This design comes from an exercise in tuning for small area, a short achievable clock period and few clock cycles per item on the open sky130 flow, not from production work.
Where RTL was checked, it was by simulation tests only, not by an equivalence proof against the original.

== run A ==
## geofence
module geofence (clk,
                 reset,
                 X,
                 Y,
                 valid,
                 is_inside);
    input clk;
    input reset;
    input [9:0] X;
    input [9:0] Y;
    output valid;
    output is_inside;
    reg [3:0] cnt;
    reg [9:0] px, py;
    reg [10:0] ux, uy, upx, upy, sx, sy, ex, ey;    
    reg sel_s, sel_e;
    reg ins, vld;
    wire [10:0] scx = sel_s ? upx : sx;
    wire [10:0] scy = sel_s ? upy : sy;
    wire [10:0] ecx = sel_e ? upx : ex;
    wire [10:0] ecy = sel_e ? upy : ey;
    wire cs, ce;
    wire [5:0] ux_one, ux_two, ux_neg, uy_one, uy_two, uy_neg;
    BoothEnc BX (.m(ux[9:0]), .one(ux_one), .two(ux_two), .neg(ux_neg));
    BoothEnc BY (.m(uy[9:0]), .one(uy_one), .two(uy_two), .neg(uy_neg));
    CrossProduct C0 (.ax(scx), .ay(scy),
                     .bx_sign(ux[10]), .bx_one(ux_one), .bx_two(ux_two), .bx_neg(ux_neg),
  ...
Size in the first run: ~1600 cells after synthesis, about 24 I/O pins, roughly 0.015 sq mm of cells after synthesis.
==> module geofence, before the edit <==
module geofence (clk,
                 reset,
                 X,
                 Y,
                 valid,
                 is_inside);
    input clk;
    input reset;
    input [9:0] X;
    input [9:0] Y;
    output valid;
    output is_inside;
    reg [3:0] cnt;
    reg [9:0] px, py;
    reg [10:0] ux, uy, upx, upy, sx, sy, ex, ey;    
    reg sel_s, sel_e;
    reg ins, vld;
    wire [10:0] scx = sel_s ? upx : sx;
    wire [10:0] scy = sel_s ? upy : sy;
    wire [10:0] ecx = sel_e ? upx : ex;
    wire [10:0] ecy = sel_e ? upy : ey;
    wire cs, ce;
    wire [5:0] ux_one, ux_two, ux_neg, uy_one, uy_two, uy_neg;
    BoothEnc BX (.m(ux[9:0]), .one(ux_one), .two(ux_two), .neg(ux_neg));
    BoothEnc BY (.m(uy[9:0]), .one(uy_one), .two(uy_two), .neg(uy_neg));
    CrossProduct C0 (.ax(scx), .ay(scy),
                     .bx_sign(ux[10]), .bx_one(ux_one), .bx_two(ux_two), .bx_neg(ux_neg),
                     .by_sign(uy[10]), .by_one(uy_one), .by_two(uy_two), .by_neg(uy_neg),
                     .pos(cs));
    CrossProduct C1 (.ax(ecx), .ay(ecy),
                     .bx_sign(ux[10]), .bx_one(ux_one), .bx_two(ux_two), .bx_neg(ux_neg),
                     .by_sign(uy[10]), .by_one(uy_one), .by_two(uy_two), .by_neg(uy_neg),
                     .pos(ce));
    assign valid = vld;
    assign is_inside = ins;
    always @(posedge clk or posedge reset) begin
        if (reset) begin
            cnt <= 4'd0;
            vld <= 1'b0;
        end else begin
            cnt <= (cnt == 4'd8) ? 4'd0 : cnt + 4'd1;
            vld <= (cnt == 4'd7);
        end
    end
    wire [10:0] dx = {1'b0, X} - {1'b0, px};
    wire [10:0] dy = {1'b0, Y} - {1'b0, py};
    wire [9:0] nx = px - X;
    wire [9:0] ny = py - Y;
    wire place = cnt >= 4'd3 && cnt <= 4'd7;
    always @(posedge clk) begin
        if (cnt == 4'd0) begin
            px <= X;
            py <= Y;
        end
        ux <= {dx[10], dx[10] ? nx : dx[9:0]};
        uy <= {dy[10], dy[10] ? ny : dy[9:0]};
        upx <= ux;
        upy <= uy;
        sx <= scx;
        sy <= scy;
        ex <= ecx;
        ey <= ecy;
        sel_s <= cnt == 4'd2 || (place && !cs && !ce);
        sel_e <= cnt == 4'd2 || (place && cs && ce);
        if (cnt == 4'd2)
            ins <= 1'b0;
        else if (place && !cs && ce)
            ins <= 1'b1;
    end
endmodule
Settings: LEC_CHECK=0, CAP_MARGIN=20, CORE_MARGIN=2, CORE_UTILIZATION=40, SETUP_SLACK_MARGIN=3.0, SLEW_MARGIN=20, SYNTH_HIERARCHICAL=1, SYNTH_MINIMUM_KEEP_SIZE=0; clock period 7.5 ns.
run.sh (not shown) runs the stock make flow with config.mk's settings and CLKGATE_MAP_FILE= SYNTH_SCRIPT=/design/flow/synth_recipe.tcl, a recipe that flattens the netlist after the stock synthesis.
Changes in run B relative to run A:
--- a/flow/design.v
+++ b/flow/design.v
@@ -466,22 +466,17 @@
     output is_inside;
     reg [3:0] cnt;
     reg [9:0] px, py;
-    reg [10:0] ux, uy, upx, upy, sx, sy, ex, ey;    
-    reg sel_s, sel_e;
+    reg [10:0] ux, uy, sx, sy, ex, ey;    
     reg ins, vld;
-    wire [10:0] scx = sel_s ? upx : sx;
-    wire [10:0] scy = sel_s ? upy : sy;
-    wire [10:0] ecx = sel_e ? upx : ex;
-    wire [10:0] ecy = sel_e ? upy : ey;
     wire cs, ce;
     wire [5:0] ux_one, ux_two, ux_neg, uy_one, uy_two, uy_neg;
     BoothEnc BX (.m(ux[9:0]), .one(ux_one), .two(ux_two), .neg(ux_neg));
     BoothEnc BY (.m(uy[9:0]), .one(uy_one), .two(uy_two), .neg(uy_neg));
-    CrossProduct C0 (.ax(scx), .ay(scy),
+    CrossProduct C0 (.ax(sx), .ay(sy),
                      .bx_sign(ux[10]), .bx_one(ux_one), .bx_two(ux_two), .bx_neg(ux_neg),
                      .by_sign(uy[10]), .by_one(uy_one), .by_two(uy_two), .by_neg(uy_neg),
                      .pos(cs));
-    CrossProduct C1 (.ax(ecx), .ay(ecy),
+    CrossProduct C1 (.ax(ex), .ay(ey),
                      .bx_sign(ux[10]), .bx_one(ux_one), .bx_two(ux_two), .bx_neg(ux_neg),
                      .by_sign(uy[10]), .by_one(uy_one), .by_two(uy_two), .by_neg(uy_neg),
                      .pos(ce));
@@ -508,14 +503,14 @@
         end
         ux <= {dx[10], dx[10] ? nx : dx[9:0]};
         uy <= {dy[10], dy[10] ? ny : dy[9:0]};
-        upx <= ux;
-        upy <= uy;
-        sx <= scx;
-        sy <= scy;
-        ex <= ecx;
-        ey <= ecy;
-        sel_s <= cnt == 4'd2 || (place && !cs && !ce);
-        sel_e <= cnt == 4'd2 || (place && cs && ce);
+        if (cnt == 4'd2 || (place && !cs && !ce)) begin
+            sx <= ux;
+            sy <= uy;
+        end
+        if (cnt == 4'd2 || (place && cs && ce)) begin
+            ex <= ux;
+            ey <= uy;
+        end
         if (cnt == 4'd2)
             ins <= 1'b0;
         else if (place && !cs && ce)
## What came out
Having completed the whole flow, run B delivered a layout that passed the timing, DRC and antenna checks. Run A vs run B, termination of the worst setup path: ins$_SDFFE_PP0P_ vs ey[8]$_DFFE_PP_. Well-tap cell count went down by a little under 10% going from run A to run B. Run A → run B: flip-flop and latch count lost about 20%, cell area after layout lost 0.0012 sq mm, hold slack picked up an extra 0.11 ns. Relative to run A, the routed wire length measured on run B has decreased by a few percent. On deepest level of the CTS H-tree: between run B and run A, it ends up higher for run A.
Testbench counts of run B, summed over its fixed seeds: cycles 28,800, tests 3,200.
For run A, only the layout was checked, not whether the RTL still works.

## separate check: timing with driven ports
In the flow no input, the clock included, has a driving cell. The finished layouts below were timed again as built, in two steps.
Step 1, drivers: a clkbuf_16 drives clk and a buf_2 each remaining input, both assumed.
Step 2 also shifts input and output timing later by t, the mid clock arrival at the registers, as if the neighbouring blocks saw the same clock.
a / b / c = no drivers / after step 1 / after step 2; a / b = the first two.
| run | t (ns) | setup slack, ns | worst setup path after step 2 | latest minus earliest clock arrival (ns) | worst data-port slew with drivers (ns) |
|---|---|---|---|---|---|
| run A | 0.459 | 1.913 / 1.913 / 1.913 | register to register | 0.019 / 0.019 | 0.05 |
| run B | 0.373 | 1.553 / 1.553 / 1.553 | register to register | 0.011 / 0.012 | 0.04 |
After both steps every run listed still meets setup and hold.
